From an optimization exercise on the open Yosys and OpenROAD flow, aimed at small area, a short achievable clock period and few clock cycles; shortcuts taken in it are not production practice. Only simulation tests tie the RTL to the original design; equivalence was not proved. No driver is modelled on the clock port, so clock power and skew are understated where the tree is cut down; a real chip needs a root buffer or a tree. Power and IR drop assume default switching activity.

## run A
==> flow/design.v <==
module lcd_ctrl(clk, reset, datain, cmd, cmd_valid, dataout, output_valid, busy);
input           clk;
input           reset;
input   [7:0]   datain;
input   [2:0]   cmd;
input           cmd_valid;
output reg [7:0]   dataout;
output reg         output_valid;
output reg         busy;
localparam REFLASH     = 3'd0;
localparam LOAD_DATA   = 3'd1;
localparam SHIFT_RIGHT = 3'd2;
localparam SHIFT_LEFT  = 3'd3;
localparam SHIFT_UP    = 3'd4;
localparam SHIFT_DOWN  = 3'd5;
reg [7:0] ring [0:35];
reg       loading;       
reg       mv_r;          
reg       mr, ml, mu, md;  
reg [1:0] wa;            
reg [1:0] wb1, wb0;      
reg [1:0] row, col;      
reg       active;        
reg [1:0] jr, jc;        
reg [1:0] ra, rb;        
reg       pend;          
reg       lpend;         
wire accept  = cmd_valid & ~busy;
wire is_load = accept & (cmd == LOAD_DATA);
function [1:0] inc3(input [1:0] x);
    inc3 = (x == 2'd2) ? 2'd0 : x + 2'd1;
endfunction
function [1:0] dec3(input [1:0] x);
    dec3 = (x == 2'd0) ? 2'd2 : x - 2'd1;
endfunction
wire acc_mv = accept & (cmd != LOAD_DATA);
wire mr_n = acc_mv & (cmd == SHIFT_RIGHT) & (col != 2'd3);
wire ml_n = acc_mv & (cmd == SHIFT_LEFT)  & (col != 2'd0);
wire mu_n = acc_mv & (cmd == SHIFT_UP)    & (row != 2'd0);
wire md_n = acc_mv & (cmd == SHIFT_DOWN)  & (row != 2'd3);
wire mv_n = mu | md;      
wire m0   = ~(mr | ml | mu | md);
wire       b0z = (wb0 == 2'd0);
wire [1:0] wb1_dec = dec3(wb1);
wire [1:0] wb1_inc = inc3(wb1);
wire [1:0] na  = ({2{m0}} & (wa - 2'd1)) | ({2{mr}} & wa) |
                 ({2{ml}} & (wa - 2'd2)) | ({2{mv_n}} & (wa + 2'd1));
wire [1:0] nb0 = ({2{mr}} & wb0) | ({2{ml}} & inc3(wb0)) |
                 ({2{~(mr | ml)}} & dec3(wb0));
wire [1:0] nb1 = ({2{m0}} & (b0z ? wb1_dec : wb1)) |
                 ({2{mr}} & wb1) |
                 ({2{ml}} & ((wb0 == 2'd2) ? wb1 : wb1_dec)) |
                 ({2{mu}} & (b0z ? wb1 : wb1_inc)) |
                 ({2{md}} & (b0z ? wb1_inc : wb1_dec));
wire [1:0] wa_n  = is_load ? 2'd2 : na;
wire [1:0] wb1_n = is_load ? 2'd1 : nb1;
wire [1:0] wb0_n = is_load ? 2'd2 : nb0;
wire last    = active & (jr == 2'd2) & (jc == 2'd2);
wire free    = ~active | last;
wire aligned = mr ? (wb0 == 2'd0) : ml ? (wb0 == 2'd2) : (wb0 == 2'd1);
wire ld_rdy  = lpend & (wa == 2'd0) & (wb1 == 2'd0) & (wb0 == 2'd1);
wire ld_end  = (wa == 2'd3) & (wb1 == 2'd2) & (wb0 == 2'd0);
wire start   = free & (ld_rdy | ((pend | mv_r) & aligned));
wire       nxt_row = (jc == 2'd2);
wire [1:0] jr_c = nxt_row ? jr + 2'd1 : jr;
wire [1:0] jc_c = nxt_row ? 2'd0 : jc + 2'd1;
wire [1:0] ra_c = nxt_row ? ra - 2'd1 : ra;       
wire [1:0] rb_c = nxt_row ? inc3(rb) : rb;        
wire t8_c  = (ra_c == 2'd0) & (rb_c == 2'd2);
wire t9_c  = (ra_c == 2'd3) & (rb_c == 2'd0);
wire t10_c = (ra_c == 2'd2) & (rb_c == 2'd1);
wire unsafe_go = ((jr_c != 2'd2) & (jc_c != 2'd2) & t10_c) |
                 ((jr_c == 2'd0) & (jc_c != 2'd2) & t8_c) |
                 ((jr_c == 2'd0) & t9_c);
wire unsafe_start = ((na == 2'd0) & (nb1 == 2'd2)) |
                    ((na == 2'd3) & (nb1 == 2'd0)) |
                    ((na == 2'd2) & (nb1 == 2'd1));
wire pend_n    = (pend | mv_r) & ~start;
wire lpend_n   = is_load | (lpend & ~ld_rdy);
wire loading_n = is_load | (loading & ~ld_end);
wire busy_n    = accept | loading_n | pend_n | lpend_n |
                 (start ? unsafe_start : (active & ~last & unsafe_go));
always @(posedge clk or posedge reset) begin
    if (reset) begin
        active       <= 1'b0;
        pend         <= 1'b0;
        lpend        <= 1'b0;
        loading      <= 1'b0;
        mv_r         <= 1'b0;
        busy         <= 1'b0;
        output_valid <= 1'b0;
    end else begin
        active       <= start | (active & ~last);
        pend         <= pend_n;
        lpend        <= lpend_n;
        loading      <= loading_n;
        mv_r         <= acc_mv;
        busy         <= busy_n;
        output_valid <= active;
    end
end
reg [7:0] rdata;
integer t;
always @(*) begin
    rdata = 8'd0;
    for (t = 0; t < 12; t = t + 1)
        if (ra == ((3 * t) % 4) && rb == (t % 3))
            rdata = rdata | ring[3 * t];
end
always @(posedge clk) begin
    mr    <= mr_n;
    ml    <= ml_n;
    mu    <= mu_n;
    md    <= md_n;
    wa    <= wa_n;
    wb1   <= wb1_n;
    wb0   <= wb0_n;
    dataout <= rdata;
    if (start) begin
        jr <= 2'd0;
        jc <= 2'd0;
        ra <= na;
        rb <= nb1;
    end else begin
        jr <= jr_c;
        jc <= jc_c;
        ra <= ra_c;
        rb <= rb_c;
    end
    if (is_load) begin
        row <= 2'd2;
        col <= 2'd2;
    end else begin
        if (mr) col <= col + 2'd1;
        if (ml) col <= col - 2'd1;
        if (mu) row <= row - 2'd1;
        if (md) row <= row + 2'd1;
    end
end
integer i;
always @(posedge clk) begin
    for (i = 0; i < 35; i = i + 1)
        ring[i] <= ring[i + 1];
    ring[35] <= loading ? datain : ring[0];
end
endmodule
make LEC_CHECK=0 ABC_AREA=1 CAP_MARGIN=20 CORE_MARGIN=2 CORE_UTILIZATION=60 CTS_CLUSTER_DIAMETER=100 CTS_CLUSTER_SIZE=30 SETUP_SLACK_MARGIN=2.5 SLEW_MARGIN=20 finish   # period 4.5 ns
run.sh (not shown) runs the stock make flow with config.mk's settings and CLKGATE_MAP_FILE= SYNTH_SCRIPT=/design/flow/synth_recipe.tcl, a recipe that flattens the netlist after the stock synthesis.
Run A finished every step from synthesis to the final layout, and the layout passed the timing, design-rule and antenna checks.
Testbench counts of run A, summed over its fixed seeds: cycles 148,278.
Here is what was changed in the inputs of run B compared with run A.
Settings: ABC_AREA no longer set, was 1; ABC_CLOCK_PERIOD_IN_PS now 2000, previously not set.
Findings:
- When run B is set beside run A, its register fraction of the total cell area turns out to be 0.77 points larger.
- Of the two values seen for launch point of the critical path, dataout[3] was produced by run B and dataout[0] by run A.
- A critical path's slowest cell of sky130_fd_sc_hd__dfxtp_1 is what run A shows, while sky130_fd_sc_hd__dfxtp_2 belongs to run B.
- Re clock network power share: run B is 1.5 points up on run A.
- Between run B and run A, it is run B whose worst-margin pin slew is lower, by 0.036 ns.
diff inputs: run B => run C
==> flow/flow/run.sh (new file) <==
#!/bin/bash
# The standard layout (the standard.sh: standard synthesis, floorplan,
# placement, CTS, routing), with these changes:
#  - port buffers are buf_2 cells instead of the default delay-buffer choice;
#  - CTS clusters sinks 30 at a time within 100 um and adds no dummy loads;
#  - after CTS, the middle level of the clock tree is removed, so the root
#    clock buffer drives the leaf clock buffers directly (flatten_clock.tcl).
# Each tool's output goes to its own log in this folder.
set -euo pipefail
export BUFFER_PORTS_ARGS="-buffer_cell sky130_fd_sc_hd__buf_2"
export CTS_ARGS="-sink_clustering_enable -repair_clock_nets -sink_clustering_size 30 -sink_clustering_max_diameter 100 -dont_use_dummy_load"
bash standard.sh cts > standard_cts.log 2>&1
CTS_ODB=$PWD/orfs/results/sky130hd/lcd_ctrl/base/4_cts.odb \
  openroad -no_init -exit flow/flatten_clock.tcl > flatten_clock.log 2>&1
bash standard.sh > standard.log 2>&1
==> flow/flow/flatten_clock.tcl (new file) <==
# Remove the middle level of the clock tree that CTS built: every clock
# buffer that is driven by the root clock buffer (the one the clock port
# drives) and drives only clock buffers is taken out, and its loads are
# driven by the root buffer directly.  All registers stay at the same depth
# (port -> root buffer -> leaf buffer -> register), so the tree stays
# balanced; it only gets one stage shorter.
read_db $::env(CTS_ODB)
set block [ord::get_db_block]
proc is_clkbuf {inst} {
  return [string match "sky130_fd_sc_hd__clkbuf_*" [[$inst getMaster] getName]]
}
set removed 0
foreach inst [$block getInsts] {
  if {![is_clkbuf $inst]} { continue }
  set a [$inst findITerm A]
  set x [$inst findITerm X]
  set in [$a getNet]
  set out [$x getNet]
  if {$in == "NULL" || $out == "NULL"} { continue }
  set drv ""
  foreach it [$in getITerms] {
    if {[$it isOutputSignal]} { set drv [$it getInst] }
  }
  if {$drv == "" || ![is_clkbuf $drv]} { continue }
  set dnet [[$drv findITerm A] getNet]
  if {$dnet == "NULL" || [llength [$dnet getBTerms]] == 0} { continue }
  set ok 1
  foreach it [$out getITerms] {
    if {$it != $x && ![is_clkbuf [$it getInst]]} { set ok 0 }
  }
  if {!$ok} { continue }
  puts "bypass [$inst getName]: loads of [$out getName] move to [$in getName]"
  foreach it [$out getITerms] {
    if {$it != $x} {
      $it disconnect
      $it connect $in
    }
  }
  $a disconnect
  $x disconnect
  odb::dbInst_destroy $inst
  odb::dbNet_destroy $out
  incr removed
}
puts "removed $removed clock buffers"
write_db $::env(CTS_ODB)
==> flow/standard.sh (new file) <==
#!/bin/bash
# synth_recipe.tcl (not shown) runs the flow's synth.tcl, then flattens the netlist and writes it again
# the make line also repeats each setting of config.mk as NAME=value (left out here)
make -C /OpenROAD-flow-scripts/flow DESIGN_CONFIG=/design/flow/config.mk WORK_HOME=/design/flow/orfs CLKGATE_MAP_FILE= SYNTH_SCRIPT=/design/flow/synth_recipe.tcl "${@:-finish}"
removed: flow/run.sh
## What came out
For run C and run B, there was not a single run that failed to finish clean.
Cell internal power dissipation in run C vs run B: down about 3.7%
On final worst slack: between run C and run B, it ends up higher for run C.
Summary: slack of the worst reg-to-reg path, run C worse than run B
Run C ends up with a final area that is 220 um^2 lower than in run B.
[run C vs run B] sequential share of layout area: higher in run C
Run C ended up with wb0[0] as its timing startpoint of the critical path; run B ended up with dataout[3].
The following lists how run D was set up differently from run C:
Settings: a change of SETUP_SLACK_MARGIN from 2.5 to 2.65.
Results
Headroom to the max-slew limit down 0.75 points in run D wrt run C
Run C → run D: area growth from synthesis to layout +1.5 points, overall power consumption +about 1.5%, sequential share of layout area -0.87 points.
Summary of run D over run C: relative contribution of sequential cells to total power shrank by 0.8 points, wire length grew by about 1.1%.
Compared with run C, in run D worst hold slack ~0 delta; final area +about 1.4%.
The inputs of run E differ from those of run D as listed below.
Settings: SETUP_SLACK_MARGIN: 2.65 -> 2.5.
==> flow/flow/run.sh <==
#!/bin/bash
# The standard layout (the standard.sh: standard synthesis, floorplan,
# placement, CTS, routing), with two settings changed:
#  - port buffers are buf_2 cells instead of the default delay-buffer choice;
#  - CTS clusters sinks 30 at a time within 100 um and adds no dummy loads.
# All of standard.sh's output goes to standard.log in this folder.
set -euo pipefail
export BUFFER_PORTS_ARGS="-buffer_cell sky130_fd_sc_hd__buf_2"
export CTS_ARGS="-sink_clustering_enable -repair_clock_nets -sink_clustering_size 30 -sink_clustering_max_diameter 100 -dont_use_dummy_load"
bash standard.sh > standard.log 2>&1
removed: flow/flow/flatten_clock.tcl
--- outcome ---
~same met1 usage in global routing in run D and run E
Between run E and run D, it is run E whose achievable frequency is lower, by 3.3%.
The lower maximum VDD drop of run D and run E is in run D.
Measured against each other, run D and run E differ in setup slack of the critical path after layout, the higher figure coming from run D.
The multi-input combinational cell area of run E falls short of that of run D by 3.3%.
Run E vs. run D: sequential portion of the cell area has increased, mean cell area of the mapped netlist now sits at about the same level, area overhead of the layout relative to synthesis now sits lower.
What run F does differently from run E at the input level:
Settings: swapping 2.5 for 2.8 in SETUP_SLACK_MARGIN; swapping 2000 for 1700 in ABC_CLOCK_PERIOD_IN_PS.
==> flow/run.sh (new file) <==
#!/bin/bash
# synth_recipe.tcl (not shown) runs the flow's synth.tcl, then flattens the netlist and writes it again
# the make line also repeats each setting of config.mk as NAME=value (left out here)
make -C /OpenROAD-flow-scripts/flow DESIGN_CONFIG=/design/flow/config.mk WORK_HOME=/design/flow/orfs CLKGATE_MAP_FILE= SYNTH_SCRIPT=/design/flow/synth_recipe.tcl finish
removed: flow/flow/run.sh
removed: flow/standard.sh
Notes after the runs:
Compared to run E, run F has summed area of non-filler cells in the final layout about 7% higher. | core utilization of the finished layout | run F vs run E | 4.8 points higher |. Compared with run E, run F shows a higher clock network power consumption.

## afterwards: timing with drivers on the ports
Ports are ideal in the flow. The routed layouts listed here were re-timed in OpenROAD. Step 1, drivers: a clkbuf_16 drives clk and a buf_2 each remaining input, both assumed. Step 2, shift: input delay + t, output delay - t, t = (earliest + latest rising clock arrival at the registers) / 2. This alone moves slack from input paths to output paths. a / b / c = ideal / step 1 / step 2; a / b = the first two.
| run | t, ns | setup slack, ns | hold WS [ns] | worst setup path at the end |
|---|---|---|---|---|
| run A | 0.524 | 2.535 / 2.491 / 2.138 | 0.328 / 0.328 / 0.328 | input to register |
| run B | 0.518 | 2.561 / 2.519 / 2.188 | 0.327 / 0.327 / 0.327 | input to register |
| run C | 0.444 | 2.615 / 2.590 / 2.615 | 0.315 / 0.315 / 0.315 | register to register |
| run D | 0.444 | 2.642 / 2.604 / 2.634 | 0.314 / 0.314 / 0.314 | input to register |
| run E | 0.497 | 2.578 / 2.540 / 2.613 | 0.316 / 0.308 / 0.316 | register to register |
| run F | 0.518 | 2.556 / 2.516 / 2.330 | 0.322 / 0.322 / 0.322 | input to register |
After both steps setup and hold are still met in every run listed. The setup slack of run A, which loses most, moves by -0.044 ns with the drivers and by -0.397 ns with both steps.
